This design comes from an exercise in tuning for small area, a short achievable clock period and few clock cycles on the open sky130 flow, not from production work.
Only simulation tests tie the RTL to the original design; equivalence was not proved.
Power is estimated from default activity; no workload was simulated.

## flow/design.v (module list and top-level ports; edited modules follow where they fit)
// module CHIP: 273 lines
// module mul_cs: 1466 lines
module CHIP(clk,
            rst_n,
            mem_wen_D,
            mem_addr_D,
            mem_wdata_D,
            mem_rdata_D,
            mem_addr_I,
            mem_rdata_I
    );
  // ...
==> flow/run.sh <==
#!/bin/bash
# synth_recipe.tcl (not shown) runs the flow's synth.tcl, then flattens the netlist and writes it again
# the make line also repeats each setting of config.mk as NAME=value (left out here)
make -C /OpenROAD-flow-scripts/flow DESIGN_CONFIG=/design/flow/config.mk WORK_HOME=/design/flow/orfs CLKGATE_MAP_FILE= SYNTH_SCRIPT=/design/flow/synth_recipe.tcl finish
==> flow/config.mk <==
export PLATFORM = sky130hd
export DESIGN_NAME = CHIP
export DESIGN_NICKNAME = CHIP
export VERILOG_FILES = /design/flow/design.v
export SDC_FILE = /design/flow/constraint.sdc
export NUM_CORES = 8
export LEC_CHECK = 0
export CAP_MARGIN = 60
export CORE_MARGIN = 2
export CORE_UTILIZATION = 40
export SLEW_MARGIN = 60
==> flow/constraint.sdc <==
create_clock -name core_clock -period 16.5 [get_ports {clk}]
set_input_delay 3.3000 -clock core_clock [delete_from_list [all_inputs] [get_ports {clk}]]
set_output_delay 3.3000 -clock core_clock [all_outputs]
set_load 0.01 [all_outputs]
==> flow_summary.toml, run 1 <==
[sta]
rsz0062_at_grt = "no"
finalCriticalPeriod_ns = 5.70
hold_ws_ns = 0.408
period_share = 0.345
fmax_ghz = 0.175

[die]
rows = 173

[pwr]
p_per_area_mw_per_mm2 = 220
seq_power_w = 0.00529
clkPwrFrac = 0.151

[placement]
io_buffer_count = 160
dp_cells = 11500
gp_congestion = 1.02

[outcome]
status = "complete, no violations"

[synthesis]
synth_common_cells = "1128 x edfxtp_1, 725 x inv_1, 582 x nand2_1"
yosysUniqueCellTypes = 97
yosysMostFrequentCell = "edfxtp_1"
synth_area_leaders = "edfxtp_1 38%, fa_1 9.2%, ha_1 4.3%"
synth_mux_area_frac = 0.0299

[worst_setup_path]
critPathMostFrequentCell = "fa_1"
crit_chain = "buf_4 -> and2_1 -> fa_1 -> inv_1 -> fa_1 -> fa_1 -> fa_1 -> fa_1 -> fa_1 -> inv_1 -> fa_1 -> xor2_1 -> xnor2_1 -> a21boi_0"
critPathArrivalTime_ns = 6.44
crit_path_end = "AD[31]$_DFF_P_"
cpLargestDelayFamily = "adder cells"
start_kind = "register"
end_kind = "register"

[clock_network]
cts.sinks = 1324

[layout]
layout-area-overhead-vs-synth_pct = 14.7
layout_commonest_cell = "edfxtp_1"
final-clk-cell-share = 0.0469
drive_gt1_frac = 0.116
fin_nets = 9458
largest_register = "rf"
num-fill-cells = 20700
stdcell_area_mm2 = 0.103

[global_route]
grt_pass1_wl_um = 655000
use_met1 = 0.483
use_met3 = 0.152
grt.met2_usage = 0.601

[drt]
first_pass_iters = 11
wl_met2_um = 203000
routed_wl_um = 485000
Testbench counts, summed over its fixed seeds: cycles 30,522.
==> module CHIP, before the edit <==
module CHIP(clk,
            rst_n,
            mem_wen_D,
            mem_addr_D,
            mem_wdata_D,
            mem_rdata_D,
            mem_addr_I,
            mem_rdata_I
    );
    input         clk, rst_n ;
    output        mem_wen_D  ;
    output [31:0] mem_addr_D ;
    output [31:0] mem_wdata_D;
    input  [31:0] mem_rdata_D;
    output [31:0] mem_addr_I ;
    input  [31:0] mem_rdata_I;
    reg  [31:0] pcF;
    reg  [31:0] irD;
    reg         vD;
    reg  [32:0] A;
    reg  [31:0] B, S;
    reg  [ 4:0] rdE;
    reg         wE, eAdd, eSub, eXor, eSlt, eSll, eSra, eLnk;
    reg         ldE, stE, brE, geE, jrE, mulE, divE;
    reg         fA, fB, fS;     
    reg         fA2, fB2;       
    reg         kE;             
    reg         dRun;           
    reg         dLast;          
    reg         dFast;          
    reg         dZero;          
    reg         dAl;            
    reg  [ 4:0] dCnt;
    reg  [31:0] R, AD, WD;      
    reg  [ 4:0] rdM;
    reg         wM, stM, ldM, mulM;
    assign mem_addr_I  = pcF;
    assign mem_addr_D  = AD;
    assign mem_wdata_D = WD;
    assign mem_wen_D   = stM;
    wire [6:0] op  = irD[6:0];
    wire [2:0] f3  = irD[14:12];
    wire [4:0] rs1 = irD[19:15];
    wire [4:0] rs2 = irD[24:20];
    wire [4:0] rd  = irD[11:7];
    wire dJal   = op[3];
    wire dJalr  = op[6] & op[2] & ~op[3];
    wire dBr    = op[6] & ~op[2];
    wire dAuipc = ~op[6] & op[2];
    wire dR     = ~op[6] & op[5] & op[4];
    wire dSt    = ~op[6] & op[5] & ~op[4];
    wire dI     = ~op[6] & ~op[5] & op[4] & ~op[2];
    wire dLd    = ~op[6] & ~op[5] & ~op[4] & ~op[2];
    wire dMD    = dR & irD[25];
    wire dMul   = dMD & ~f3[2];
    wire dDiv   = dMD & f3[2];
    wire useRs1 = ~(dJal | dAuipc);
    wire useRs2 = dR | dSt | dBr;
    wire dImm   = dI | dLd | dSt | dJalr;
    wire dWr    = ~(dSt | dBr) & (rd != 5'd0);
    wire [31:0] immI = {{20{irD[31]}}, irD[31:20]};
    wire [31:0] immS = {{20{irD[31]}}, irD[31:25], irD[11:7]};
    wire [31:0] immB = {{20{irD[31]}}, irD[7], irD[30:25], irD[11:8], 1'b0};
    wire [31:0] immJ = {{12{irD[31]}}, irD[19:12], irD[20], irD[30:21], 1'b0};
    wire [31:0] immU = {irD[31:12], 12'b0};
    wire [31:0] pcD  = pcF - 32'd4;
    wire [31:0] immP = dBr ? immB : (dJal ? immJ : immU);
    wire [31:0] tgtD = pcD + immP;
    reg  [31:0] rf [1:31];
    reg  [31:1] rfv;            
    wire [31:0] mres;
    reg [31:0] q1, q2;
    integer j;
    always @(*) begin
        q1 = 32'd0;
        q2 = 32'd0;
        for (j = 1; j < 32; j = j + 1) begin
            q1 = q1 | ({32{(rs1 == j) & rfv[j]}} & rf[j]);
            q2 = q2 | ({32{(rs2 == j) & rfv[j]}} & rf[j]);
        end
        q1 = q1 | ({32{(rs1 == 5'd2) & ~rfv[2]}} & 32'h7fffeffc)
                | ({32{(rs1 == 5'd3) & ~rfv[3]}} & 32'h10008000);
        q2 = q2 | ({32{(rs2 == 5'd2) & ~rfv[2]}} & 32'h7fffeffc)
                | ({32{(rs2 == 5'd3) & ~rfv[3]}} & 32'h10008000);
    end
    wire m1 = wM & (rdM == rs1);
    wire m2 = wM & (rdM == rs2);
    wire mm1 = m1 & mulM & useRs1;
    wire mm2 = m2 & mulM & useRs2;
    wire wEk = wE & ~kE;
    wire eL1 = wEk & (rdE == rs1);
    wire eL2 = wEk & (rdE == rs2);
    wire s1  = eL1 & eLnk;
    wire s2  = eL2 & eLnk;
    wire [31:0] rs1v = s1 ? S : (m1 ? mres : q1);
    wire [31:0] rs2v = s2 ? S : (m2 ? mres : q2);
    wire e1 = eL1 & ~eLnk & useRs1;             
    wire e2 = eL2 & ~eLnk & useRs2;
    wire dHaz    = vD & (((e1 | e2) & (ldE | mulE | dMD | dJalr)) | mm1 | mm2);
    wire eHold   = divE & ~kE & ~(dRun & dLast);
    wire stallD  = eHold | dHaz;
    wire redirE;
    wire [31:0] tgtE;
    wire redirD  = vD & dJal & ~stallD;
    wire issue   = vD & ~stallD;                
    always @(posedge clk or negedge rst_n) begin
        if (!rst_n) begin
            pcF <= 32'h00400000;
            vD  <= 1'b0;
        end else begin
            if (redirE) begin
                pcF <= tgtE;
                vD  <= 1'b0;
            end else if (!stallD) begin
                if (redirD) begin
                    pcF <= tgtD;
                    vD  <= 1'b0;
                end else begin
                    pcF <= pcF + 32'd4;
                    vD  <= 1'b1;
                end
            end
        end
    end
    always @(posedge clk) begin
        if (!stallD) irD <= mem_rdata_I;
    end
    wire [31:0] opA = {fA2 ? R[31:16] : A[31:16], fA ? R[15:0] : A[15:0]};
    wire [31:0] opB = {fB2 ? R[31:16] : B[31:16], fB ? R[15:0] : B[15:0]};
    wire [32:0] sum  = {1'b0, opA} + {1'b0, eSub ? ~opB : opB} + {32'd0, eSub};
    wire [31:0] xorv = opA ^ opB;
    wire        lt   = (opA[31] ^ opB[31]) ? opA[31] : sum[31];
    wire        eqAB = (A[31:0] == B);
    wire        eqRB = (R == B);
    wire        eqAR = (A[31:0] == R);
    wire        ltAB = $signed(A[31:0]) < $signed(B);
    wire        ltRB = $signed(R) < $signed(B);
    wire        ltAR = $signed(A[31:0]) < $signed(R);
    wire        bEq  = fA ? (fB | eqRB) : (fB ? eqAR : eqAB);
    wire        bLt  = fA ? (~fB & ltRB) : (fB ? ltAR : ltAB);
    wire [31:0] jt   = A[31:0] + B;
    wire [31:0] sll  = opA << opB[4:0];
    wire [31:0] sra  = $signed(opA) >>> opB[4:0];
    assign redirE = ~kE & (brE & (geE ? ~bLt : bEq) | jrE);
    assign tgtE   = jrE ? jt : S;
    function [5:0] clz;
        input [31:0] x;
        reg [15:0] u16;
        reg [7:0]  u8;
        reg [3:0]  u4;
        reg [1:0]  u2;
        reg z16, z8, z4, z2;
        begin
            z16 = ~|x[31:16]; u16 = z16 ? x[15:0]  : x[31:16];
            z8  = ~|u16[15:8]; u8 = z8  ? u16[7:0] : u16[15:8];
            z4  = ~|u8[7:4];   u4 = z4  ? u8[3:0]  : u8[7:4];
            z2  = ~|u4[3:2];   u2 = z2  ? u4[1:0]  : u4[3:2];
            clz = (x == 32'd0) ? 6'd32 : {1'b0, z16, z8, z4, z2, ~u2[1]};
        end
    endfunction
    wire [5:0]  za    = clz(A[31:0]);
    wire [5:0]  zb    = clz(B);
    wire [5:0]  dsh   = zb - za;
    wire        bZero = zb[5];
    wire        aLess = (za > zb);
    wire [32:0] dd    = A - {1'b0, B};       
    wire        ge    = ~dd[32];
    wire [31:0] divRes = dFast ? {32{dZero}} : {S[30:0], ge};
    wire [31:0] eRes = ({32{eAdd}} & sum[31:0])
                     | ({32{eXor}} & xorv)
                     | ({32{eSlt}} & {31'd0, lt})
                     | ({32{eSll}} & sll)
                     | ({32{eSra}} & sra)
                     | ({32{eLnk}} & S)
                     | ({32{divE}} & divRes);
    wire [31:0] ms, mc;
    mul_cs u_mul(.a(A[31:0]), .b(B), .s(ms), .c(mc));
    wire [31:0] nB = dImm ? (dSt ? immS : immI) : rs2v;
    wire [31:0] nS = (dBr | dAuipc) ? tgtD : ((dJal | dJalr) ? pcF : rs2v);
    always @(posedge clk or negedge rst_n) begin
        if (!rst_n) begin
            wE <= 1'b0; eAdd <= 1'b0; eSub <= 1'b0; eXor <= 1'b0; eSlt <= 1'b0;
            eSll <= 1'b0; eSra <= 1'b0; eLnk <= 1'b0; ldE <= 1'b0; stE <= 1'b0;
            brE <= 1'b0; geE <= 1'b0; jrE <= 1'b0; mulE <= 1'b0; divE <= 1'b0;
            fA <= 1'b0; fB <= 1'b0; fS <= 1'b0; kE <= 1'b0;
            fA2 <= 1'b1; fB2 <= 1'b1;
            dRun <= 1'b0; dLast <= 1'b0; dFast <= 1'b0; dZero <= 1'b0; dAl <= 1'b0;
        end else if (eHold) begin
            dRun <= 1'b1;
            if (!dRun) begin
                dFast <= bZero | aLess;
                dZero <= bZero;
                dLast <= bZero | aLess;
                dAl   <= ~(bZero | aLess);
            end else if (dAl) begin
                dAl   <= 1'b0;
                dLast <= (dCnt == 5'd0);
            end else begin
                dLast <= (dCnt == 5'd1);
            end
        end else begin
            dRun <= 1'b0;
            wE   <= issue & dWr;
            eAdd <= issue & ((dR & ~irD[25] & ~f3[2]) | (dI & f3 == 3'b000) | dLd | dSt);
            eSub <= issue & ((dR & irD[30]) | (dI & f3 == 3'b010));
            eXor <= issue & dR & ~irD[25] & f3[2];
            eSlt <= issue & dI & (f3 == 3'b010);
            eSll <= issue & dI & (f3 == 3'b001);
            eSra <= issue & dI & (f3 == 3'b101);
            eLnk <= issue & (dJal | dJalr | dAuipc);
            ldE  <= issue & dLd;
            stE  <= issue & dSt;
            brE  <= issue & dBr;
            geE  <= f3[0];
            jrE  <= issue & dJalr;
            mulE <= issue & dMul;
            divE <= issue & dDiv;
            kE   <= redirE;
            fA   <= e1;
            fB   <= e2 & ~dImm;
            fA2  <= e1;
            fB2  <= e2 & ~dImm;
            fS   <= e2 & dSt;
        end
    end
    always @(posedge clk) begin
        if (eHold) begin
            if (!dRun) begin
                dCnt <= dsh[4:0];
            end else if (dAl) begin
                B    <= B << dCnt;
                S    <= 32'd0;
            end else begin
                A    <= {(ge ? dd[31:0] : A[31:0]), 1'b0};
                S    <= {S[30:0], ge};
                dCnt <= dCnt - 5'd1;
            end
        end else begin
            rdE <= rd;
            A   <= {1'b0, rs1v};
            B   <= nB;
            S   <= nS;
        end
    end
    always @(posedge clk or negedge rst_n) begin
        if (!rst_n) begin
            wM <= 1'b0; stM <= 1'b0; ldM <= 1'b0; mulM <= 1'b0;
        end else begin
            wM   <= wEk & ~eHold;
            stM  <= stE & ~kE;
            ldM  <= ldE;
            mulM <= mulE;
        end
    end
    always @(posedge clk) begin
        rdM <= rdE;
        R   <= mulE ? ms : eRes;
        AD  <= mulE ? mc : eRes;
        WD  <= fS ? R : S;
    end
    assign mres = ldM ? mem_rdata_D : R;
    wire [31:0] wres = mulM ? (R + AD) : mres;
    always @(posedge clk or negedge rst_n) begin
        if (!rst_n) begin
            rfv <= 31'd0;
        end else if (wM) begin
            rfv[rdM] <= 1'b1;
        end
    end
    always @(posedge clk) begin
        if (wM) rf[rdM] <= wres;
    end
endmodule
==> run 2: changes to the inputs <==
--- a/flow/design.v
+++ b/flow/design.v
@@ -11,66 +11,83 @@
     output        mem_wen_D  ;
     output [31:0] mem_addr_D ;
     output [31:0] mem_wdata_D;
     input  [31:0] mem_rdata_D;
     output [31:0] mem_addr_I ;
     input  [31:0] mem_rdata_I;
     reg  [31:0] pcF;
     reg  [31:0] irD;
+    reg  [7:0]  pdD;            
     reg         vD;
     reg  [32:0] A;
     reg  [31:0] B, S;
     reg  [ 4:0] rdE;
     reg         wE, eAdd, eSub, eXor, eSlt, eSll, eSra, eLnk;
     reg         ldE, stE, brE, geE, jrE, mulE, divE;
     reg         fA, fB, fS;     
     reg         fA2, fB2;       
     reg         kE;             
     reg         dRun;           
     reg         dLast;          
     reg         dFast;          
     reg         dZero;          
     reg         dAl;            
     reg  [ 4:0] dCnt;
     reg  [31:0] R, AD, WD;      
+    reg  [31:0] MC;             
     reg  [ 4:0] rdM;
     reg         wM, stM, ldM, mulM;
     assign mem_addr_I  = pcF;
     assign mem_addr_D  = AD;
     assign mem_wdata_D = WD;
     assign mem_wen_D   = stM;
     wire [6:0] op  = irD[6:0];
     wire [2:0] f3  = irD[14:12];
     wire [4:0] rs1 = irD[19:15];
     wire [4:0] rs2 = irD[24:20];
     wire [4:0] rd  = irD[11:7];
-    wire dJal   = op[3];
-    wire dJalr  = op[6] & op[2] & ~op[3];
-    wire dBr    = op[6] & ~op[2];
-    wire dAuipc = ~op[6] & op[2];
-    wire dR     = ~op[6] & op[5] & op[4];
-    wire dSt    = ~op[6] & op[5] & ~op[4];
-    wire dI     = ~op[6] & ~op[5] & op[4] & ~op[2];
-    wire dLd    = ~op[6] & ~op[5] & ~op[4] & ~op[2];
+    function [7:0] predecode;
+        input [6:0] o;
+        begin
+            predecode = {o[3],                               
+                         o[6] & o[2] & ~o[3],                
+                         o[6] & ~o[2],                       
+                         ~o[6] & o[2],                       
+                         ~o[6] & o[5] & o[4],                
+                         ~o[6] & o[5] & ~o[4],               
+                         ~o[6] & ~o[5] & o[4] & ~o[2],       
+                         ~o[6] & ~o[5] & ~o[4] & ~o[2]};     
+        end
+    endfunction
+    wire dJal   = pdD[7];
+    wire dJalr  = pdD[6];
+    wire dBr    = pdD[5];
+    wire dAuipc = pdD[4];
+    wire dR     = pdD[3];
+    wire dSt    = pdD[2];
+    wire dI     = pdD[1];
+    wire dLd    = pdD[0];
     wire dMD    = dR & irD[25];
     wire dMul   = dMD & ~f3[2];
     wire dDiv   = dMD & f3[2];
     wire useRs1 = ~(dJal | dAuipc);
     wire useRs2 = dR | dSt | dBr;
     wire dImm   = dI | dLd | dSt | dJalr;
     wire dWr    = ~(dSt | dBr) & (rd != 5'd0);
     wire [31:0] immI = {{20{irD[31]}}, irD[31:20]};
     wire [31:0] immS = {{20{irD[31]}}, irD[31:25], irD[11:7]};
     wire [31:0] immB = {{20{irD[31]}}, irD[7], irD[30:25], irD[11:8], 1'b0};
     wire [31:0] immJ = {{12{irD[31]}}, irD[19:12], irD[20], irD[30:21], 1'b0};
     wire [31:0] immU = {irD[31:12], 12'b0};
-    wire [31:0] pcD  = pcF - 32'd4;
     wire [31:0] immP = dBr ? immB : (dJal ? immJ : immU);
-    wire [31:0] tgtD = pcD + immP;
+    wire [31:0] tK   = 32'hfffffffc;
+    wire [31:0] tS   = pcF ^ immP ^ tK;
+    wire [31:0] tC   = (pcF & immP) | (tK & (pcF | immP));
+    wire [31:0] tgtD = tS + {tC[30:0], 1'b0};
     reg  [31:0] rf [1:31];
     reg  [31:1] rfv;            
     wire [31:0] mres;
     reg [31:0] q1, q2;
     integer j;
     always @(*) begin
         q1 = 32'd0;
         q2 = 32'd0;
@@ -118,34 +135,48 @@
                 end else begin
                     pcF <= pcF + 32'd4;
                     vD  <= 1'b1;
                 end
             end
         end
     end
     always @(posedge clk) begin
-        if (!stallD) irD <= mem_rdata_I;
+        if (!stallD) begin
+            irD <= mem_rdata_I;
+            pdD <= predecode(mem_rdata_I[6:0]);
+        end
     end
     wire [31:0] opA = {fA2 ? R[31:16] : A[31:16], fA ? R[15:0] : A[15:0]};
     wire [31:0] opB = {fB2 ? R[31:16] : B[31:16], fB ? R[15:0] : B[15:0]};
     wire [32:0] sum  = {1'b0, opA} + {1'b0, eSub ? ~opB : opB} + {32'd0, eSub};
     wire [31:0] xorv = opA ^ opB;
     wire        lt   = (opA[31] ^ opB[31]) ? opA[31] : sum[31];
     wire        eqAB = (A[31:0] == B);
     wire        eqRB = (R == B);
     wire        eqAR = (A[31:0] == R);
     wire        ltAB = $signed(A[31:0]) < $signed(B);
     wire        ltRB = $signed(R) < $signed(B);
     wire        ltAR = $signed(A[31:0]) < $signed(R);
     wire        bEq  = fA ? (fB | eqRB) : (fB ? eqAR : eqAB);
     wire        bLt  = fA ? (~fB & ltRB) : (fB ? ltAR : ltAB);
     wire [31:0] jt   = A[31:0] + B;
-    wire [31:0] sll  = opA << opB[4:0];
-    wire [31:0] sra  = $signed(opA) >>> opB[4:0];
+    function [31:0] rev;
+        input [31:0] x;
+        integer k;
+        begin
+            for (k = 0; k < 32; k = k + 1) rev[k] = x[31 - k];
+        end
+    endfunction
+    wire [31:0] shIn  = eSra ? opA : rev(dAl ? B : opA);
+    wire [4:0]  shAmt = dAl ? dCnt : opB[4:0];
+    wire [63:0] shExt = {{32{eSra & opA[31]}}, shIn};
+    wire [63:0] shOut = shExt >> shAmt;
+    wire [31:0] sra   = shOut[31:0];
+    wire [31:0] sll   = rev(shOut[31:0]);
     assign redirE = ~kE & (brE & (geE ? ~bLt : bEq) | jrE);
     assign tgtE   = jrE ? jt : S;
     function [5:0] clz;
         input [31:0] x;
         reg [15:0] u16;
         reg [7:0]  u8;
         reg [3:0]  u4;
         reg [1:0]  u2;
@@ -158,28 +189,29 @@
             clz = (x == 32'd0) ? 6'd32 : {1'b0, z16, z8, z4, z2, ~u2[1]};
         end
     endfunction
     wire [5:0]  za    = clz(A[31:0]);
     wire [5:0]  zb    = clz(B);
     wire [5:0]  dsh   = zb - za;
     wire        bZero = zb[5];
     wire        aLess = (za > zb);
-    wire [32:0] dd    = A - {1'b0, B};       
-    wire        ge    = ~dd[32];
+    wire [32:0] dd;                          
+    wire        ge;                          
+    bk_add #(33, 6) u_dd(.a(A), .b(~{1'b0, B}), .ci(1'b1), .s(dd), .co(ge));
     wire [31:0] divRes = dFast ? {32{dZero}} : {S[30:0], ge};
     wire [31:0] eRes = ({32{eAdd}} & sum[31:0])
                      | ({32{eXor}} & xorv)
                      | ({32{eSlt}} & {31'd0, lt})
                      | ({32{eSll}} & sll)
                      | ({32{eSra}} & sra)
                      | ({32{eLnk}} & S)
                      | ({32{divE}} & divRes);
-    wire [31:0] ms, mc;
-    mul_cs u_mul(.a(A[31:0]), .b(B), .s(ms), .c(mc));
+    wire [31:0] ms, mc, mx;
+    mul_cs u_mul(.a(A[31:0]), .b(B), .s(ms), .c(mc), .x(mx));
     wire [31:0] nB = dImm ? (dSt ? immS : immI) : rs2v;
     wire [31:0] nS = (dBr | dAuipc) ? tgtD : ((dJal | dJalr) ? pcF : rs2v);
     always @(posedge clk or negedge rst_n) begin
         if (!rst_n) begin
             wE <= 1'b0; eAdd <= 1'b0; eSub <= 1'b0; eXor <= 1'b0; eSlt <= 1'b0;
             eSll <= 1'b0; eSra <= 1'b0; eLnk <= 1'b0; ldE <= 1'b0; stE <= 1'b0;
             brE <= 1'b0; geE <= 1'b0; jrE <= 1'b0; mulE <= 1'b0; divE <= 1'b0;
             fA <= 1'b0; fB <= 1'b0; fS <= 1'b0; kE <= 1'b0;
@@ -223,17 +255,17 @@
             fS   <= e2 & dSt;
         end
     end
     always @(posedge clk) begin
         if (eHold) begin
             if (!dRun) begin
                 dCnt <= dsh[4:0];
             end else if (dAl) begin
-                B    <= B << dCnt;
+                B    <= sll;
                 S    <= 32'd0;
             end else begin
                 A    <= {(ge ? dd[31:0] : A[31:0]), 1'b0};
                 S    <= {S[30:0], ge};
                 dCnt <= dCnt - 5'd1;
             end
         end else begin
             rdE <= rd;
@@ -251,32 +283,73 @@
             ldM  <= ldE;
             mulM <= mulE;
         end
     end
     always @(posedge clk) begin
         rdM <= rdE;
         R   <= mulE ? ms : eRes;
         AD  <= mulE ? mc : eRes;
+        MC  <= mx;
         WD  <= fS ? R : S;
     end
     assign mres = ldM ? mem_rdata_D : R;
-    wire [31:0] wres = mulM ? (R + AD) : mres;
+    wire [31:0] pS   = R ^ AD ^ MC;
+    wire [31:0] pC   = (R & AD) | (R & MC) | (AD & MC);
+    wire [31:0] prod = pS + {pC[30:0], 1'b0};
+    wire [31:0] wres = mulM ? prod : mres;
     always @(posedge clk or negedge rst_n) begin
         if (!rst_n) begin
             rfv <= 31'd0;
         end else if (wM) begin
             rfv[rdM] <= 1'b1;
         end
     end
     always @(posedge clk) begin
         if (wM) rf[rdM] <= wres;
     end
 endmodule
-module mul_cs(input [31:0] a, input [31:0] b, output [31:0] s, output [31:0] c);
+module bk_add #(parameter N = 32, parameter L = 5) (input [N-1:0] a, input [N-1:0] b, input ci, output [N-1:0] s, output co);
+    wire [N-1:0] p = a ^ b;
+    wire [N-1:0] g = a & b;
+    wire [N-1:0] g0 = {g[N-1:1], g[0] | (p[0] & ci)};
+    wire [N-1:0] G [0:2*L];
+    wire [N-1:0] P [0:2*L];
+    assign G[0] = g0;
+    assign P[0] = p;
+    genvar l, i;
+    generate
+        for (l = 0; l < L; l = l + 1) begin : up
+            for (i = 0; i < N; i = i + 1) begin : b
+                if (((i + 1) % (2 << l)) == 0) begin
+                    assign G[l+1][i] = G[l][i] | (P[l][i] & G[l][i - (1 << l)]);
+                    assign P[l+1][i] = P[l][i] & P[l][i - (1 << l)];
+                end else begin
+                    assign G[l+1][i] = G[l][i];
+                    assign P[l+1][i] = P[l][i];
+                end
+            end
+        end
+        for (l = L - 2; l >= 0; l = l - 1) begin : dn
+            for (i = 0; i < N; i = i + 1) begin : b
+                if (((i + 1) % (2 << l)) == (1 << l) && i >= (2 << l)) begin
+                    assign G[2*L-1-l][i] = G[2*L-2-l][i] | (P[2*L-2-l][i] & G[2*L-2-l][i - (1 << l)]);
+                    assign P[2*L-1-l][i] = P[2*L-2-l][i] & P[2*L-2-l][i - (1 << l)];
+                end else begin
+                    assign G[2*L-1-l][i] = G[2*L-2-l][i];
+                    assign P[2*L-1-l][i] = P[2*L-2-l][i];
+                end
+            end
+        end
+    endgenerate
+    wire [N-1:0] Gf = G[2*L-1];
+    assign s = p ^ {Gf[N-2:0], ci};
+    assign co = Gf[N-1];
+endmodule
+module mul_cs(input [31:0] a, input [31:0] b, output [31:0] s, output [31:0] c, output [31:0] x);
   wire p0_0 = a[0] & b[0];
   wire p0_1 = a[0] & b[1];
   wire p0_2 = a[0] & b[2];
   wire p0_3 = a[0] & b[3];
   wire p0_4 = a[0] & b[4];
   wire p0_5 = a[0] & b[5];
   wire p0_6 = a[0] & b[6];
   wire p0_7 = a[0] & b[7];
@@ -1607,133 +1680,108 @@
   wire fs805 = fc738 ^ fc740 ^ fs741;
   wire fc806 = (fc738 & fc740) | (fc738 & fs741) | (fc740 & fs741);
   wire fs807 = fc742 ^ fc744 ^ fs745;
   wire fc808 = (fc742 & fc744) | (fc742 & fs745) | (fc744 & fs745);
   wire fs809 = fc746 ^ fc748 ^ fs749;
   wire fc810 = (fc746 & fc748) | (fc746 & fs749) | (fc748 & fs749);
   wire fs811 = fc750 ^ fc752 ^ fs753;
   wire fc812 = (fc750 & fc752) | (fc750 & fs753) | (fc752 & fs753);
-  wire hs813 = p0_2 ^ p1_1;
-  wire hc814 = p0_2 & p1_1;
-  wire fs815 = p2_1 ^ p3_0 ^ hs757;
-  wire fc816 = (p2_1 & p3_0) | (p2_1 & hs757) | (p3_0 & hs757);
-  wire fs817 = hs651 ^ hc758 ^ fs759;
-  wire fc818 = (hs651 & hc758) | (hs651 & fs759) | (hc758 & fs759);
-  wire fs819 = hs655 ^ fc760 ^ fs761;
-  wire fc820 = (hs655 & fc760) | (hs655 & fs761) | (fc760 & fs761);
-  wire fs821 = fs659 ^ fc762 ^ fs763;
-  wire fc822 = (fs659 & fc762) | (fs659 & fs763) | (fc762 & fs763);
-  wire fs823 = fs663 ^ fc764 ^ fs765;
-  wire fc824 = (fs663 & fc764) | (fs663 & fs765) | (fc764 & fs765);
-  wire fs825 = fs667 ^ fc766 ^ fs767;
-  wire fc826 = (fs667 & fc766) | (fs667 & fs767) | (fc766 & fs767);
-  wire fs827 = fs671 ^ fc768 ^ fs769;
-  wire fc828 = (fs671 & fc768) | (fs671 & fs769) | (fc768 & fs769);
-  wire fs829 = fs675 ^ fc770 ^ fs771;
-  wire fc830 = (fs675 & fc770) | (fs675 & fs771) | (fc770 & fs771);
-  wire fs831 = fs679 ^ fc772 ^ fs773;
-  wire fc832 = (fs679 & fc772) | (fs679 & fs773) | (fc772 & fs773);
-  wire fs833 = fs683 ^ fc774 ^ fs775;
-  wire fc834 = (fs683 & fc774) | (fs683 & fs775) | (fc774 & fs775);
-  wire fs835 = fs687 ^ fc776 ^ fs777;
-  wire fc836 = (fs687 & fc776) | (fs687 & fs777) | (fc776 & fs777);
-  wire fs837 = fs691 ^ fc778 ^ fs779;
-  wire fc838 = (fs691 & fc778) | (fs691 & fs779) | (fc778 & fs779);
-  wire fs839 = fs695 ^ fc780 ^ fs781;
-  wire fc840 = (fs695 & fc780) | (fs695 & fs781) | (fc780 & fs781);
-  wire fs841 = fs699 ^ fc782 ^ fs783;
-  wire fc842 = (fs699 & fc782) | (fs699 & fs783) | (fc782 & fs783);
-  wire fs843 = fs703 ^ fc784 ^ fs785;
-  wire fc844 = (fs703 & fc784) | (fs703 & fs785) | (fc784 & fs785);
-  wire fs845 = fs707 ^ fc786 ^ fs787;
-  wire fc846 = (fs707 & fc786) | (fs707 & fs787) | (fc786 & fs787);
-  wire fs847 = fs711 ^ fc788 ^ fs789;
-  wire fc848 = (fs711 & fc788) | (fs711 & fs789) | (fc788 & fs789);
-  wire fs849 = fs715 ^ fc790 ^ fs791;
-  wire fc850 = (fs715 & fc790) | (fs715 & fs791) | (fc790 & fs791);
-  wire fs851 = fs719 ^ fc792 ^ fs793;
-  wire fc852 = (fs719 & fc792) | (fs719 & fs793) | (fc792 & fs793);
-  wire fs853 = fs723 ^ fc794 ^ fs795;
-  wire fc854 = (fs723 & fc794) | (fs723 & fs795) | (fc794 & fs795);
-  wire fs855 = fs727 ^ fc796 ^ fs797;
-  wire fc856 = (fs727 & fc796) | (fs727 & fs797) | (fc796 & fs797);
-  wire fs857 = fs731 ^ fc798 ^ fs799;
-  wire fc858 = (fs731 & fc798) | (fs731 & fs799) | (fc798 & fs799);
-  wire fs859 = fs735 ^ fc800 ^ fs801;
-  wire fc860 = (fs735 & fc800) | (fs735 & fs801) | (fc800 & fs801);
-  wire fs861 = fs739 ^ fc802 ^ fs803;
-  wire fc862 = (fs739 & fc802) | (fs739 & fs803) | (fc802 & fs803);
-  wire fs863 = fs743 ^ fc804 ^ fs805;
-  wire fc864 = (fs743 & fc804) | (fs743 & fs805) | (fc804 & fs805);
-  wire fs865 = fs747 ^ fc806 ^ fs807;
-  wire fc866 = (fs747 & fc806) | (fs747 & fs807) | (fc806 & fs807);
-  wire fs867 = fs751 ^ fc808 ^ fs809;
-  wire fc868 = (fs751 & fc808) | (fs751 & fs809) | (fc808 & fs809);
-  wire fs869 = fs755 ^ fc810 ^ fs811;
-  wire fc870 = (fs755 & fc810) | (fs755 & fs811) | (fc810 & fs811);
-  wire t_early = ^{p0_31, p1_30, p2_29, p3_28, p4_27, p5_26, p6_25, p7_24, p8_23, p9_22, p10_21, p11_20, p12_19, p13_18, p14_17, p15_16, p16_15, p17_14, p18_13, p19_12, p20_11, p21_10, p22_9, p23_8, p24_7, p25_6, p26_5, p27_4, p28_3, p29_2, p30_1, p31_0, fc8, fc10, hc12, fc140, fc142, fc144, fc146, fc148, fc150, fc152, fc154, fc156, fc332, fc334, fc336, fc338, fc340, fc342, fc500, fc502, fc504, fc506, fc646, fc648, fc650};
-  wire t_late = ^{fc754, fc756, fc812, fc870};
+  wire t_top0 = ^{p0_31, p1_30, p2_29, p3_28, p4_27, p5_26, p6_25, p7_24, p8_23, p9_22, p10_21, p11_20, p12_19, p13_18, p14_17, p15_16, p16_15, p17_14, p18_13, p19_12, p20_11, p21_10, p22_9, p23_8, p24_7, p25_6, p26_5, p27_4, p28_3, p29_2, p30_1, p31_0};
+  wire t_top1 = ^{fc8, fc10, hc12, fc140, fc142, fc144, fc146, fc148, fc150, fc152, fc154, fc156, fc332, fc334, fc336, fc338, fc340, fc342, fc500, fc502, fc504, fc506, fc646, fc648, fc650};
+  wire t_top2 = ^{fc754, fc756, fc812};
   assign s[0] = p0_0;
   assign c[0] = 1'b0;
+  assign x[0] = 1'b0;
   assign s[1] = p0_1;
   assign c[1] = p1_0;
-  assign s[2] = p2_0;
-  assign c[2] = hs813;
-  assign s[3] = hc814;
-  assign c[3] = fs815;
-  assign s[4] = fc816;
-  assign c[4] = fs817;
-  assign s[5] = fc818;
-  assign c[5] = fs819;
-  assign s[6] = fc820;
-  assign c[6] = fs821;
-  assign s[7] = fc822;
-  assign c[7] = fs823;
-  assign s[8] = fc824;
-  assign c[8] = fs825;
-  assign s[9] = fc826;
-  assign c[9] = fs827;
-  assign s[10] = fc828;
-  assign c[10] = fs829;
-  assign s[11] = fc830;
-  assign c[11] = fs831;
-  assign s[12] = fc832;
-  assign c[12] = fs833;
-  assign s[13] = fc834;
-  assign c[13] = fs835;
-  assign s[14] = fc836;
-  assign c[14] = fs837;
-  assign s[15] = fc838;
-  assign c[15] = fs839;
-  assign s[16] = fc840;
-  assign c[16] = fs841;
-  assign s[17] = fc842;
-  assign c[17] = fs843;
-  assign s[18] = fc844;
-  assign c[18] = fs845;
-  assign s[19] = fc846;
-  assign c[19] = fs847;
-  assign s[20] = fc848;
-  assign c[20] = fs849;
-  assign s[21] = fc850;
-  assign c[21] = fs851;
-  assign s[22] = fc852;
-  assign c[22] = fs853;
-  assign s[23] = fc854;
-  assign c[23] = fs855;
-  assign s[24] = fc856;
-  assign c[24] = fs857;
-  assign s[25] = fc858;
-  assign c[25] = fs859;
-  assign s[26] = fc860;
-  assign c[26] = fs861;
-  assign s[27] = fc862;
-  assign c[27] = fs863;
-  assign s[28] = fc864;
-  assign c[28] = fs865;
-  assign s[29] = fc866;
-  assign c[29] = fs867;
-  assign s[30] = fc868;
-  assign c[30] = fs869;
-  assign s[31] = t_early;
-  assign c[31] = t_late;
+  assign x[1] = 1'b0;
+  assign s[2] = p0_2;
+  assign c[2] = p1_1;
+  assign x[2] = p2_0;
+  assign s[3] = p2_1;
+  assign c[3] = p3_0;
+  assign x[3] = hs757;
+  assign s[4] = hs651;
+  assign c[4] = hc758;
+  assign x[4] = fs759;
+  assign s[5] = hs655;
+  assign c[5] = fc760;
+  assign x[5] = fs761;
+  assign s[6] = fs659;
+  assign c[6] = fc762;
+  assign x[6] = fs763;
+  assign s[7] = fs663;
+  assign c[7] = fc764;
+  assign x[7] = fs765;
+  assign s[8] = fs667;
+  assign c[8] = fc766;
+  assign x[8] = fs767;
+  assign s[9] = fs671;
+  assign c[9] = fc768;
+  assign x[9] = fs769;
+  assign s[10] = fs675;
+  assign c[10] = fc770;
+  assign x[10] = fs771;
+  assign s[11] = fs679;
+  assign c[11] = fc772;
+  assign x[11] = fs773;
+  assign s[12] = fs683;
+  assign c[12] = fc774;
+  assign x[12] = fs775;
+  assign s[13] = fs687;
+  assign c[13] = fc776;
+  assign x[13] = fs777;
+  assign s[14] = fs691;
+  assign c[14] = fc778;
+  assign x[14] = fs779;
+  assign s[15] = fs695;
+  assign c[15] = fc780;
+  assign x[15] = fs781;
+  assign s[16] = fs699;
+  assign c[16] = fc782;
+  assign x[16] = fs783;
+  assign s[17] = fs703;
+  assign c[17] = fc784;
+  assign x[17] = fs785;
+  assign s[18] = fs707;
+  assign c[18] = fc786;
+  assign x[18] = fs787;
+  assign s[19] = fs711;
+  assign c[19] = fc788;
+  assign x[19] = fs789;
+  assign s[20] = fs715;
+  assign c[20] = fc790;
+  assign x[20] = fs791;
+  assign s[21] = fs719;
+  assign c[21] = fc792;
+  assign x[21] = fs793;
+  assign s[22] = fs723;
+  assign c[22] = fc794;
+  assign x[22] = fs795;
+  assign s[23] = fs727;
+  assign c[23] = fc796;
+  assign x[23] = fs797;
+  assign s[24] = fs731;
+  assign c[24] = fc798;
+  assign x[24] = fs799;
+  assign s[25] = fs735;
+  assign c[25] = fc800;
+  assign x[25] = fs801;
+  assign s[26] = fs739;
+  assign c[26] = fc802;
+  assign x[26] = fs803;
+  assign s[27] = fs743;
+  assign c[27] = fc804;
+  assign x[27] = fs805;
+  assign s[28] = fs747;
+  assign c[28] = fc806;
+  assign x[28] = fs807;
+  assign s[29] = fs751;
+  assign c[29] = fc808;
+  assign x[29] = fs809;
+  assign s[30] = fs755;
+  assign c[30] = fc810;
+  assign x[30] = fs811;
+  assign s[31] = t_top0;
+  assign c[31] = t_top1;
+  assign x[31] = t_top2;
 endmodule
==> flow/flow/run.sh (new file) <==
#!/bin/bash
# The standard layout, except that the input and output ports are buffered
# with buf_4 cells rather than the weakest buffer the placer would pick.
# Each ORFS step keeps its own log under orfs/logs/; make's whole output is
# also kept in flow_make.log here.
set -euo pipefail
bash standard.sh finish "BUFFER_PORTS_ARGS=-buffer_cell sky130_fd_sc_hd__buf_4" > flow_make.log 2>&1
==> flow/standard.sh (new file) <==
#!/bin/bash
# synth_recipe.tcl (not shown) runs the flow's synth.tcl, then flattens the netlist and writes it again
# the make line also repeats each setting of config.mk as NAME=value (left out here)
make -C /OpenROAD-flow-scripts/flow DESIGN_CONFIG=/design/flow/config.mk WORK_HOME=/design/flow/orfs CLKGATE_MAP_FILE= SYNTH_SCRIPT=/design/flow/synth_recipe.tcl "${@:-finish}"
==> flow/config.mk (replaced) <==
export PLATFORM = sky130hd
export DESIGN_NAME = CHIP
export DESIGN_NICKNAME = CHIP
export VERILOG_FILES = /design/flow/design.v
export SDC_FILE = /design/flow/constraint.sdc
export NUM_CORES = 8
export LEC_CHECK = 0
export CAP_MARGIN = 60
export CORE_MARGIN = 2
export CORE_UTILIZATION = 40
export CTS_CLUSTER_DIAMETER = 80
export CTS_CLUSTER_SIZE = 30
export SLEW_MARGIN = 60
removed: flow/run.sh
==> run 2 against run 1 <==
Net effect: still clean; cell count shrank 3.2%; worst setup slack lost 0.0059 ns; power grew 5.3%; fmax shrank 0.10%; sequential power grew 7.8%; core utilization shrank 0.72 points; final area shrank 2.9%; synthesized area shrank 1.5%.
==> flow_summary.toml, run 2 <==
[global_route]
use_met3 = 0.161
grt.met2_usage = 0.583
grt_pass1_vias = 77300
grt_pass1_wl_um = 633000
grt_max_degree = 70
use_met1 = 0.469
antenna_found_initial = 40
grt-busiest-layer = "met2"
grt_usage = 0.407
gr-total-overflow = 0

[synthesis]
yosysMostFrequentCell = "edfxtp_1"
synth_common_cells = "1131 x edfxtp_1, 722 x inv_1, 659 x a22oi_1"
synth_area_leaders = "edfxtp_1 38%, fa_1 9.7%, a22oi_1 5.6%"
synth_top_cell_area_share = 0.385
async_reset_ff_frac = 0.0693
synth_edf_count = 1131
synth_fa_ha_area_frac = 0.140
synthXorXnorAreaFrac = 0.0263
synth_compound_area_frac = 0.193
synthFlopType = "edfxtp_1"
netlist_area_mm2 = 0.0883
yosysTopAreaCell = "edfxtp_1"
synth_mux_area_frac = 0.0259
synth_cells = 8374
ys_warn_count = 2
synth_top_family_by_area = "compound AO/OA/AOI/OAI gates"
syn-num-nets = 9171
synth-simple-area-share = 0.114
yosysSeqAreaShare = 0.441
syn_avg_cell_area_um2 = 10.5
yosysUniqueCellTypes = 99
ys_ff_latch = 1357

[layout]
layout_common_cells = "1131 x edfxtp_1, 713 x inv_1, 656 x a22oi_1"
reg_top3 = "rf: 992 flops, A: 33 flops"
largest_reg_flops = 992
drive_gt1_frac = 0.140
fin_nets = 9238
largest_register = "rf"
layout-area-overhead-vs-synth_pct = 13.0
stdcell_count = 11400
layout_commonest_cell = "edfxtp_1"

[placement]
dp_cells = 11200
pre_cts_ws_ns = 10.94
hpwl_um = 315000
io_buffer_count = 160
gp_congestion = 1.06

[sta]
rsz0062_at_grt = "no"
timing.slew.headroom = 0.515
hold_ws_ns = 0.418
setup_slack_ns = 10.79
finalSetupViolCount = 0
slew_viol_final = 0
period_share = 0.346
fmax_ghz = 0.175
setup_tns_ns = 0
hold_violations = 0
finalCriticalPeriod_ns = 5.71
worst_pin_slew_ns = 0.728
skew_ns = 0.0723

[job]
drv_cap = 0

[min_path]
min_from = "ldE$_DFFE_PN0N_"
hold_path_class = "register to register"

[worst_setup_path]
slowest_stage = "a31oi_1"
rrSetupSlack_ns = 10.79
cpLargestDelayFamily = "compound AO/OA/AOI/OAI gates"
critPathArrivalTime_ns = 6.36
path_class = "register to register"
end_kind = "register"
cp_num_buf_inv = 3
cp_slowest_stage_delay_ns = 0.49
worst-path-max-fanout = 26
start_kind = "register"
timing.rr.start = "B[0]$_DFFE_PP_"
crit_start = "B[0]$_DFFE_PP_"
crit_chain = "buf_4 -> buf_4 -> mux2_4 -> a31oi_1 -> nand2_1 -> fa_1 -> nor2b_1 -> o21ai_0 -> a21oi_1 -> o31ai_1 -> a21oi_1 -> o311a_1 -> a21oi_1 -> xnor2_1 -> a221oi_2 -> buf_4 -> a21oi_1"
crit_required_ns = 17.15
critPathMostFrequentCell = "a21oi_1"

[die]
fp.dieArea_mm2 = 0.224
ioPinCount = 163
die_w_um = 474
core_mm2 = 0.220
rows = 172
fp.dieH_um = 474
start_util = 0.402

[drt]
drt_iter0_drc = 16600
routed_wl_um = 468000
first_pass_iters = 11
antenna_left = 0
vias_per_cell = 7.13
routed-via-count = 81300
drc = 0
wire_per_inst_um = 41.0

[clock_network]
clkTransAtPathRegs_ns = 0.10
insertion_delay_ns = 0.83
cts.path.max_buffers = 3
postCtsHoldBufs = 0
cts_setup_buffers = 0
cts.sinks = 1357
cts_resized = 0
clock-root-buffer = "clkbuf_16"
cts_made_buffers = 93
cts_tree = "built"
htree_levels = 3

[pwr]
p_leak_nw = 38.3
power_w = 0.0238
vdd_drop_max_mv = 0.179
p_per_area_mw_per_mm2 = 238

[outcome]
status = "complete, no violations"
run 2: cell count changes after synthesis, moves of 71 or more:
cell      delta
a21oi_1    -113
a221oi_1   -145
a22o_1     -159
a22oi_1    +298
and2_1     -146
nor2_1      +71
run 2: final timing paths:
kind,endpoint,depth (start not counted)
setup / recovery,R[26]$_DFF_P_,17
hold / removal,ldM$_DFF_PN0_,0
setup reg to reg,R[26]$_DFF_P_,17
hold reg to reg,ldM$_DFF_PN0_,0
max in group asynchronous,rfv[31]$_DFFE_PN0P_,3
min in group asynchronous,pcF[26]$_DFFE_PN0P_,1
run 2: cell type report:
class / instances / area [µm²]
Antenna cell: 26 / 65.1
Timing Repair Buffer: 584 / 4840
Multi-Input combinational cell: 5669 / 46100
Inverter: 736 / 2780
Clock buffer: 100 / 2350
Sequential cell: 1357 / 39000
Tap cell: 2871 / 3590
Fill cell: 20400 / 120000
Clock inverter: 72 / 1040
run 2: cells by family (layout without fill, tap and decap cells):
| family | Yosys count | in the layout |
|---|---|---|
| compound gates | 2376 | 2376 |
| xor+xnor | 263 | 263 |
| flops | 1357 | 1357 |
| mux | 213 | 213 |
| buf+inv | 1348 | 1492 |
| fa+ha+maj | 731 | 731 |
| other cells | 0 | 26 |
| simple gates | 2086 | 2086 |
run 2: report_power, final:
part	switching, W	total (W)	internal (W)	leakage (nW)
combinational	0.0104	0.0154	0.00502	23.8
clock	0.00151	0.00268	0.00118	1.62
sequential	0.000797	0.00570	0.00490	12.8
run 2: metrics by stage:
stage	instance area (µm²)	util
final	99800	0.455
after global routing	99700	0.454
after CTS	99300	0.452
after detailed placement	95900	0.437
after global placement	93700	0.427
after floorplan	88300	-
run 2: routing by layer:
metal,wire (µm),vias up
met3,69900,2579
met5,141,-
met4,55000,20
met2,191000,8110
met1,151000,39500
li1,-,31100
Testbench counts of run 2, summed over its fixed seeds: cycles 30,522.
==> run 3: changes to the inputs <==
==> flow/run.sh (new file) <==
#!/bin/bash
# synth_recipe.tcl (not shown) runs the flow's synth.tcl, then flattens the netlist and writes it again
# the make line also repeats each setting of config.mk as NAME=value (left out here)
make -C /OpenROAD-flow-scripts/flow DESIGN_CONFIG=/design/flow/config.mk WORK_HOME=/design/flow/orfs CLKGATE_MAP_FILE= SYNTH_SCRIPT=/design/flow/synth_recipe.tcl finish
removed: flow/flow/run.sh
removed: flow/standard.sh
==> run 3 against run 2 <==
Net effect: worst setup slack improved by 0.26 ns; sequential share of layout area decreased by 0.063 points; critical path depth decreased by 10; highest routed layer unchanged.
==> flow_summary.toml, run 3 <==
[layout]
fin_util = 0.455
num-fill-cells = 20300
reg_top3 = "rf: 992 flops, A: 33 flops"
layout-area-overhead-vs-synth_pct = 13.2
largest_register = "rf"
largest_reg_flops = 992
layout_commonest_cell = "edfxtp_1"
layout_common_cells = "1131 x edfxtp_1, 715 x inv_1, 657 x a22oi_1"
stdcell_count = 11400
drive_gt1_frac = 0.119
stdcell_area_mm2 = 0.0999
fin_nets = 9224

[synthesis]
yosysTopAreaCell = "edfxtp_1"
synth_top_family_by_area = "compound AO/OA/AOI/OAI gates"
ys_ff_latch = 1357
synth_cells = 8374
async_reset_ff_frac = 0.0693
synthXorXnorAreaFrac = 0.0263
yosysUniqueCellTypes = 99
synth_area_leaders = "edfxtp_1 38%, fa_1 9.7%, a22oi_1 5.6%"
synth_mux_area_frac = 0.0259
netlist_area_mm2 = 0.0883
synth_fa_ha_area_frac = 0.140
synth_top_cell_area_share = 0.385
synth_compound_area_frac = 0.193
synth_edf_count = 1131
synth-simple-area-share = 0.114
yosysSeqAreaShare = 0.441
synthFlopType = "edfxtp_1"
synth_common_cells = "1131 x edfxtp_1, 722 x inv_1, 659 x a22oi_1"
syn_avg_cell_area_um2 = 10.5
yosysMostFrequentCell = "edfxtp_1"
syn-num-nets = 9171
ys_warn_count = 2

[die]
die_w_um = 474
rows = 172
start_util = 0.402
core_mm2 = 0.220
ioPinCount = 163
fp.dieH_um = 474
fp.dieArea_mm2 = 0.224

[clock_network]
cts_tree = "built"
cts.path.max_buffers = 3
cts_made_buffers = 90
insertion_delay_ns = 0.85
postCtsHoldBufs = 0
cts.sinks = 1357
cts_resized = 0
htree_levels = 3
clock-root-buffer = "clkbuf_16"
clkTransAtPathRegs_ns = 0.09
cts_setup_buffers = 0

[drt]
drt_iter0_drc = 16600
routed_wl_um = 466000
routed-via-count = 81100
wire_per_inst_um = 41.0
vias_per_cell = 7.12
antenna_left = 0
drc = 0
first_pass_iters = 14

[outcome]
status = "complete, no violations"

[worst_setup_path]
crit_chain = "clkdlybuf4s50_1 -> mux2i_1 -> a22o_1 -> nor2_1 -> a21oi_1 -> a211oi_1 -> a221o_1"
path_class = "input pin to register"
worst-path-max-fanout = 3
end_kind = "register"
cp_slowest_stage_delay_ns = 0.69
cp_num_buf_inv = 1
slowest_stage = "a22o_1"
critPathArrivalTime_ns = 5.99
crit_required_ns = 17.04
cpLargestDelayFamily = "compound AO/OA/AOI/OAI gates"
start_kind = "input pin"

[pwr]
vdd_drop_max_mv = 0.138
power_w = 0.0238
p_leak_nw = 38.0
p_per_area_mw_per_mm2 = 238

[global_route]
grt_usage = 0.405
grt_pass1_wl_um = 631000
grt_pass1_vias = 77200
gr-total-overflow = 0
antenna_found_initial = 22
grt_max_degree = 65

[placement]
dpl_cell_area_mm2 = 0.0962
hpwl_um = 308000
dp_cells = 11200
gp_congestion = 1.06
io_buffer_count = 160

[sta]
skew_ns = 0.107
hold_violations = 0
finalCriticalPeriod_ns = 5.44
worst_pin_slew_ns = 0.719
timing.slew.headroom = 0.520
setup_tns_ns = 0
rsz0062_at_grt = "no"
fmax_ghz = 0.184
slew_viol_final = 0
finalSetupViolCount = 0
period_share = 0.330

[min_path]
hold_path_class = "register to register"

[job]
drv_cap = 0
## run 3: cell counts after synthesis
No cell type changed its count.
## run 3: metal layers
layer / track usage / share of wire
met1: 0.474 / 0.33
met2: 0.577 / 0.41
met3: 0.161 / 0.15
met4: 0.348 / 0.11
met5: 0.00433 / 0.00052
## run 3: kinds of logic after synthesis
family	Yosys count
AOI/OAI and AO/OA	2376
DFF	1357
and+or+nand+nor	2086
muxes	213
xor gates and xnor gates	263
adders and majority gates	731
buffers and inverters	1348
## run 3: through the flow
| stage | setup slack, ns | hold slack (ns) |
|---|---|---|
| after global placement | 10.11 | 0.396 |
| after CTS | 11.15 | 0.420 |
| final | 11.06 | 0.427 |
| after global routing | 11.05 | 0.427 |
| after floorplan | 11.06 | 0.352 |
| after detailed placement | 10.56 | 0.400 |
## run 3: report_power, final
| group | switching (W) | internal, W |
|---|---|---|
| clock | 0.00146 | 0.00117 |
| combinational | 0.0104 | 0.00509 |
| sequential | 0.000783 | 0.00490 |
## run 3: worst paths after layout
path | from | endpoint | slack (ns) | cells after the start
max | mem_rdata_D[24] | S[24]$_DFFE_PN_ | 11.06 | 7
min | ldE$_DFFE_PN0N_ | ldM$_DFF_PN0_ | 0.43 | 0
max reg2reg | fA$_DFFE_PN0N_ | AD[28]$_DFF_P_ | 11.07 | 15
min in group asynchronous | rst_n | stM$_DFF_PN0_ | 2.43 | 1
min reg2reg | ldE$_DFFE_PN0N_ | ldM$_DFF_PN0_ | 0.43 | 0
max in group asynchronous | rst_n | rfv[7]$_DFFE_PN0P_ | 13.24 | 3
## run 3: final cells by class
class / count / area (µm²) / share of cell area
tap: 2871 / 3590 / 0.0359
timing repair buffer: 573 / 5160 / 0.0517
multi-input combinational: 5669 / 46100 / 0.462
inverter: 736 / 2770 / 0.0277
clock buffer: 100 / 2350 / 0.0235
clock inverter: 66 / 888 / 0.00889
antenna: 14 / 35.0 / 0.000351
sequential: 1357 / 39000 / 0.390
==> run 4: changes to the inputs <==
--- a/flow/design.v
+++ b/flow/design.v
@@ -25,5 +25,4 @@
     reg         ldE, stE, brE, geE, jrE, mulE, divE;
     reg         fA, fB, fS;     
-    reg         fA2, fB2;       
     reg         kE;             
     reg         dRun;           
@@ -114,5 +113,5 @@
     wire e1 = eL1 & ~eLnk & useRs1;             
     wire e2 = eL2 & ~eLnk & useRs2;
-    wire dHaz    = vD & (((e1 | e2) & (ldE | mulE | dMD | dJalr)) | mm1 | mm2);
+    wire dHaz    = vD & (((e1 | e2) & (ldE | mulE)) | (e1 & ~dBr) | (e2 & ~(dBr | dSt)) | mm1 | mm2);
     wire eHold   = divE & ~kE & ~(dRun & dLast);
     wire stallD  = eHold | dHaz;
@@ -146,6 +145,6 @@
         end
     end
-    wire [31:0] opA = {fA2 ? R[31:16] : A[31:16], fA ? R[15:0] : A[15:0]};
-    wire [31:0] opB = {fB2 ? R[31:16] : B[31:16], fB ? R[15:0] : B[15:0]};
+    wire [31:0] opA = A[31:0];
+    wire [31:0] opB = B;
     wire [32:0] sum  = {1'b0, opA} + {1'b0, eSub ? ~opB : opB} + {32'd0, eSub};
     wire [31:0] xorv = opA ^ opB;
@@ -216,5 +215,4 @@
             brE <= 1'b0; geE <= 1'b0; jrE <= 1'b0; mulE <= 1'b0; divE <= 1'b0;
             fA <= 1'b0; fB <= 1'b0; fS <= 1'b0; kE <= 1'b0;
-            fA2 <= 1'b1; fB2 <= 1'b1;
             dRun <= 1'b0; dLast <= 1'b0; dFast <= 1'b0; dZero <= 1'b0; dAl <= 1'b0;
         end else if (eHold) begin
@@ -250,7 +248,5 @@
             kE   <= redirE;
             fA   <= e1;
-            fB   <= e2 & ~dImm;
-            fA2  <= e1;
-            fB2  <= e2 & ~dImm;
+            fB   <= e2;
             fS   <= e2 & dSt;
         end
--- a/flow/config.mk
+++ b/flow/config.mk
@@ -9,5 +9,5 @@
 export CORE_MARGIN = 2
 export CORE_UTILIZATION = 40
-export CTS_CLUSTER_DIAMETER = 80
-export CTS_CLUSTER_SIZE = 30
+export CTS_CLUSTER_DIAMETER = 60
+export CTS_CLUSTER_SIZE = 20
 export SLEW_MARGIN = 60
==> run 4 against run 3 <==
Net effect: still clean; fmax decreased by 2.4%; non-clock buffer count decreased by 42; clock skew decreased by 0.010 ns; via count decreased by 1.8%; register-to-register slack improved by 0.07 ns; final area decreased by 1.2%; wire length decreased by 0.64%; critical path type is now register to output pin; largest power group unchanged.
==> flow_summary.toml, run 4 <==
[sta]
worst_pin_slew_ns = 0.712
slew_viol_final = 0
rsz0062_at_grt = "no"
hold_violations = 0
fmax_ghz = 0.179
finalCriticalPeriod_ns = 5.58
setup_tns_ns = 0
finalSetupViolCount = 0
skew_ns = 0.0971
timing.slew.headroom = 0.524
period_share = 0.338

[min_path]
min_from = "ldE$_DFFE_PN0N_"
hold_path_class = "register to register"
min_path_cells = 0
holdPathEnd = "ldM$_DFF_PN0_"

[global_route]
antenna_found_initial = 34
gr-total-overflow = 0
grt_max_degree = 72
grt_pass1_vias = 75800
grt_usage = 0.405
grt_pass1_wl_um = 624000

[clock_network]
cts.path.max_buffers = 3
postCtsHoldBufs = 0
htree_levels = 3
insertion_delay_ns = 0.90
cts_made_buffers = 119
cts_setup_buffers = 0
cts_tree = "built"
cts.sinks = 1355
clkTransAtPathRegs_ns = 0.08
clock-root-buffer = "clkbuf_16"
cts_resized = 0

[job]
drv_cap = 0

[layout]
num-fill-cells = 19900
layout_common_cells = "1131 x edfxtp_1, 673 x inv_1, 512 x nor2_1"
fin_nets = 8937
largest_register = "rf"
reg_top3 = "rf: 992 flops, A: 33 flops"
stdcell_area_mm2 = 0.0987
layout_commonest_cell = "edfxtp_1"
drive_gt1_frac = 0.123
layout-area-overhead-vs-synth_pct = 13.5
largest_reg_flops = 992

[synthesis]
ys_warn_count = 2
yosysTopAreaCell = "edfxtp_1"
async_reset_ff_frac = 0.0679
netlist_area_mm2 = 0.0870
synth_top_family_by_area = "compound AO/OA/AOI/OAI gates"
synth_area_leaders = "edfxtp_1 39%, fa_1 9.9%, ha_1 4.4%"
synth_mux_area_frac = 0.0260
yosysSeqAreaShare = 0.447
synth_top_cell_area_share = 0.391
synthFlopType = "edfxtp_1"
ys_ff_latch = 1355
synth_cells = 8081
synthXorXnorAreaFrac = 0.0238
synth_common_cells = "1131 x edfxtp_1, 681 x inv_1, 547 x nor2_1"
yosysMostFrequentCell = "edfxtp_1"
synth_edf_count = 1131
synth-simple-area-share = 0.107
synth_compound_area_frac = 0.196
syn_avg_cell_area_um2 = 10.8
syn-num-nets = 8879
yosysUniqueCellTypes = 103
synth_fa_ha_area_frac = 0.142

[die]
fp.dieH_um = 470
rows = 171
core_mm2 = 0.217
ioPinCount = 163
start_util = 0.401
fp.dieArea_mm2 = 0.221
die_w_um = 470

[pwr]
internal-power_w = 0.0113
p_sw_frac = 0.528
power_w = 0.0240
p_comb_frac = 0.642
p_leak_nw = 37.5
p_per_area_mw_per_mm2 = 243
vdd_drop_max_mv = 0.155
switchingPower_w = 0.0127
pwr-share-seq = 0.234
clkPwrFrac = 0.124

[placement]
dpl_cell_area_mm2 = 0.0942
gp_congestion = 1.05
hpwl_um = 300000
io_buffer_count = 160

[worst_setup_path]
slowest_stage = "dfxtp_1"
cpLargestDelayFamily = "flip-flops"
timing.rr.start = "B[12]$_DFFE_PP_"
rrSetupSlack_ns = 11.14
cp_slowest_stage_delay_ns = 0.75
path_class = "register to output pin"
crit_required_ns = 13.20
reg2reg_to = "A[32]$_SDFFE_PN0P_"
worst-path-max-fanout = 2
start_kind = "register"
cp_num_buf_inv = 1
end_kind = "output pin"
critPathArrivalTime_ns = 2.28
reg2reg_depth = 19
crit_chain = "clkdlybuf4s50_1"

[drt]
wire_per_inst_um = 41.7
drc = 0
first_pass_iters = 13
antenna_left = 0
routed_wl_um = 463000
vias_per_cell = 7.18
routed-via-count = 79700
drt_iter0_drc = 16000

[outcome]
status = "complete, no violations"
-- run 4: layer usage --
layer  GRT usage  wire [µm]  vias up
li1            -          -    30300
met1       0.462     150000    38700
met2       0.578     188000     8005
met3       0.173      71400     2678
met4       0.359      53500       40
met5     0.00757        648        -
-- run 4: cell type report --
cell class / instances / area [µm²] / share of cell area
tap: 2854 / 3570 / 0.0362
multi-input combinational: 5432 / 44600 / 0.452
clock inverter: 81 / 923 / 0.00935
inverter: 700 / 2650 / 0.0269
clock buffer: 129 / 3070 / 0.0311
antenna: 25 / 62.6 / 0.000634
sequential: 1355 / 38900 / 0.394
timing repair buffer: 531 / 4900 / 0.0496
-- run 4: worst max path at each step --
| stage | from | to | cells past startpoint |
|---|---|---|---|
| after floorplan | mem_rdata_D[30] | rf[10][30]$_DFFE_PP_ | 4 |
| after global routing | AD[2]$_DFF_P_ | mem_addr_D[2] | 1 |
| after CTS | AD[2]$_DFF_P_ | mem_addr_D[2] | 1 |
| after global placement | divE$_DFFE_PN0N_ | pcF[11]$_DFFE_PN0P_ | 13 |
| after detailed placement | mem_rdata_D[23] | S[23]$_DFFE_PN_ | 7 |
| final | AD[2]$_DFF_P_ | mem_addr_D[2] | 1 |
-- run 4: cells by family after synthesis --
group / count (synthesis)
multiplexers: 203
XOR/XNOR: 236
AND/OR/NAND/NOR: 1917
buffers and inverters: 1294
adder cells (fa/ha/maj): 732
AO/OA/AOI/OAI: 2344
flip-flops: 1355
-- run 4: through the flow --
stage	setup WS [ns]	utilization	hold slack [ns]	instances
2_1_floorplan	11.13	-	0.352	8081
3_5_place_dp	10.76	0.435	0.408	10900
4_1_cts	10.99	0.453	0.424	11100
5_1_grt	11.02	0.455	0.435	11100
6_report	10.92	0.456	0.435	11100
3_3_place_gp	10.08	0.427	0.403	10800
-- run 4: power by group through the flow --
stage	clock network (W)	logic (W)	registers [W]
finish	0.00298	0.0154	0.00561
global placement	0	0.0140	0.00575
global route	0.00309	0.0162	0.00562
CTS	0.00297	0.0146	0.00559
floorplan	0	0.00845	0.00538
detailed placement	0	0.0145	0.00566
Testbench counts of run 4, summed over its fixed seeds: cycles 30,761.
==> run 5: changes to the inputs <==
==> flow/flow/run.sh (new file) <==
#!/bin/bash
# The standard layout, except that the input and output ports are buffered
# with buf_4 cells rather than the weakest buffer the placer would pick.
# Each ORFS step keeps its own log under orfs/logs/; make's whole output is
# also kept in flow_make.log here.
set -euo pipefail
bash standard.sh finish "BUFFER_PORTS_ARGS=-buffer_cell sky130_fd_sc_hd__buf_4" > flow_make.log 2>&1
==> flow/standard.sh (new file) <==
#!/bin/bash
# synth_recipe.tcl (not shown) runs the flow's synth.tcl, then flattens the netlist and writes it again
# the make line also repeats each setting of config.mk as NAME=value (left out here)
make -C /OpenROAD-flow-scripts/flow DESIGN_CONFIG=/design/flow/config.mk WORK_HOME=/design/flow/orfs CLKGATE_MAP_FILE= SYNTH_SCRIPT=/design/flow/synth_recipe.tcl "${@:-finish}"
removed: flow/run.sh
==> run 5 against run 4 <==
Net effect: synthesized area unchanged; cell count increased by 0.15%; first-iteration DRC count rose by 3.1%; die area stayed put; via count about the same; sequential power hardly changed; largest power group unchanged; critical path depth increased by 20; count of clock-buffer cells in the layout decreased by 2.
==> flow_summary.toml, run 5 <==
[drt]
vias_per_cell = 7.17
drc = 0
antenna_left = 0
wire_per_inst_um = 41.4
first_pass_iters = 14
routed-via-count = 79800
drt_iter0_drc = 16500
routed_wl_um = 461000

[layout]
stdcell_count = 11100
drive_gt1_frac = 0.141
fin_nets = 8947
layout-area-overhead-vs-synth_pct = 13.4
layout_commonest_cell = "edfxtp_1"
stdcell_area_mm2 = 0.0986
fin_util = 0.455
seqCellArea_mm2 = 0.0389
largest_reg_flops = 992
largest_register = "rf"
multi_input_comb_area_mm2 = 0.0445
num-fill-cells = 19800
layout_common_cells = "1131 x edfxtp_1, 673 x inv_1, 513 x nor2_1"
reg_top3 = "rf: 992 flops, A: 33 flops"

[clock_network]
clock-root-buffer = "clkbuf_16"
cts_tree = "built"
htree_levels = 3
cts_made_buffers = 119
insertion_delay_ns = 0.91
cts_setup_buffers = 0
postCtsHoldBufs = 0
cts.path.max_buffers = 3
clkTransAtPathRegs_ns = 0.07
cts.sinks = 1355
cts_resized = 0

[pwr]
vdd_drop_max_mv = 0.163
p_leak_nw = 37.8
p_per_area_mw_per_mm2 = 244

[synthesis]
ys_warn_count = 2
syn-num-nets = 8879
synth_cells = 8081
netlist_area_mm2 = 0.0870
synth_top_cell_area_share = 0.391
synthFlopType = "edfxtp_1"
syn_avg_cell_area_um2 = 10.8
synth_common_cells = "1131 x edfxtp_1, 681 x inv_1, 547 x nor2_1"
synth_area_leaders = "edfxtp_1 39%, fa_1 9.9%, ha_1 4.4%"
synth_edf_count = 1131
yosysUniqueCellTypes = 103
yosysTopAreaCell = "edfxtp_1"
async_reset_ff_frac = 0.0679
yosysSeqAreaShare = 0.447
ys_ff_latch = 1355
yosysMostFrequentCell = "edfxtp_1"

[worst_setup_path]
critPathArrivalTime_ns = 6.20
worst-path-max-fanout = 18
rrSetupSlack_ns = 10.96
slowest_stage = "o21bai_1"
critPathMostFrequentCell = "o21ai_0"
path_class = "register to register"
end_kind = "register"
cp_slowest_stage_delay_ns = 0.51
crit_chain = "buf_4 -> inv_1 -> buf_4 -> nand4_1 -> nor2_1 -> o21bai_1 -> o21ai_0 -> or2_2 -> o21ai_0 -> inv_1 -> ha_1 -> nor2b_1 -> o21a_1 -> o21a_1 -> o21ai_0 -> nand2b_1 -> a21oi_1 -> o21ai_0 -> buf_4 -> mux2i_1 -> o21ai_0"
crit_required_ns = 17.15
start_kind = "register"

[die]
fp.dieArea_mm2 = 0.221
ioPinCount = 163
die_w_um = 470
start_util = 0.401
rows = 171
fp.dieH_um = 470
core_mm2 = 0.217

[sta]
setup_tns_ns = 0
rsz0062_at_grt = "no"
worst_pin_slew_ns = 0.726
slew_viol_final = 0
fmax_ghz = 0.180
period_share = 0.336
timing.slew.headroom = 0.516
hold_violations = 0
finalCriticalPeriod_ns = 5.54
skew_ns = 0.137
setup_slack_ns = 10.96
finalSetupViolCount = 0

[placement]
dp_cells = 10900
hpwl_um = 299000
dpl_cell_area_mm2 = 0.0939
gp_congestion = 1.04
io_buffer_count = 160
pre_cts_ws_ns = 11.11

[global_route]
grt_pass1_vias = 75900
grt_max_degree = 65
grt_usage = 0.404
grt_pass1_wl_um = 622000
antenna_found_initial = 37
gr-total-overflow = 0

[outcome]
status = "complete, no violations"

[job]
drv_cap = 0

[min_path]
hold_path_class = "register to register"
run 5: kinds of logic after synthesis:
group / after synthesis / share of synthesized area
compound gates: 2344 / 0.196
xor+xnor: 236 / 0.0238
fa+ha+maj: 732 / 0.142
buf+inv: 1294 / 0.0574
flops: 1355 / 0.447
mux: 203 / 0.0260
simple gates: 1917 / 0.107
run 5: final timing paths:
check                                     start            endpoint  depth (start not counted)
max in group asynchronous                 rst_n  rfv[8]$_DFFE_PN0P_                          3
worst min-delay path            ldE$_DFFE_PN0N_       ldM$_DFF_PN0_                          0
min in group asynchronous                 rst_n       stM$_DFF_PN0_                          1
worst min register to register  ldE$_DFFE_PN0N_       ldM$_DFF_PN0_                          0
worst max-delay path             B[8]$_DFFE_PP_   dLast$_DFFE_PN0P_                         21
worst max register to register   B[8]$_DFFE_PP_   dLast$_DFFE_PN0P_                         21
run 5: metrics by stage:
stage                     power, W  hold WS (ns)
after global routing        0.0250         0.432
after detailed placement    0.0202         0.408
final                       0.0241         0.407
after floorplan             0.0138         0.352
after CTS                   0.0232         0.401
after global placement      0.0197         0.393
run 5: critical path, delay by kind of cell (launching register included):
kind / cells / cell delay (ns)
multiplexers: 1 / 0.32
AO/OA/AOI/OAI: 9 / 2.01
flip-flops: 1 / 0.33
adder cells (fa/ha/maj): 1 / 0.33
AND/OR/NAND/NOR: 5 / 0.80
buffers and inverters: 5 / 1.49
run 5: power by group:
group	internal (W)	switching [W]
Sequential	0.00488	0.000761
Clock	0.00151	0.00153
Combinational	0.00493	0.0105
run 5: routing by layer:
layer / vias up / GRT usage / wire [µm]
li1: 30300 / - / -
met1: 38600 / 0.460 / 148000
met2: 8076 / 0.571 / 186000
met3: 2694 / 0.179 / 72900
met4: 40 / 0.355 / 53200
met5: - / 0.00476 / 434
run 5: area by class of cell:
class | count | area share
Tap cell | 2854 | 0.0362
Clock inverter | 88 | 0.0112
Sequential cell | 1355 | 0.395
Multi-Input combinational cell | 5432 | 0.452
Antenna cell | 27 | 0.000685
Clock buffer | 127 | 0.0307
Inverter | 700 | 0.0269
Timing Repair Buffer | 541 | 0.0479

-- separate check: timing with driven ports --
No port has a modelled driver above. Below, the same layouts with a new extraction and two added sets of constraints. Step 1: set_driving_cell puts a clkbuf_16 on clk and a buf_2 on each other input, an assumption about the parent block. Step 2 moves the port delays by t, midway between the first and last clock arrival at a register: inputs arrive t later, outputs are due t later. That takes back most of the time a late clock gives input paths. a / b / c = ideal ports / drivers / drivers and shift; a / b = the first two.
| run | shift t [ns] | setup slack, ns | worst setup path at the end | cell pins on the clock port's net |
|---|---|---|---|---|
| run 1 | 0.946 | 10.799 / 10.789 / 10.329 | input to register | 1 |
| run 2 | 0.895 | 10.794 / 10.794 / 10.778 | input to register | 1 |
| run 3 | 0.892 | 11.057 / 10.990 / 10.237 | input to register | 1 |
| run 4 | 0.945 | 10.921 / 10.823 / 10.612 | input to register | 1 |
| run 5 | 0.933 | 10.957 / 10.957 / 10.878 | input to register | 1 |
After both steps setup and hold are still met in every run listed. The setup slack of run 3, which loses most, moves by -0.067 ns with the drivers and by -0.820 ns with both steps.
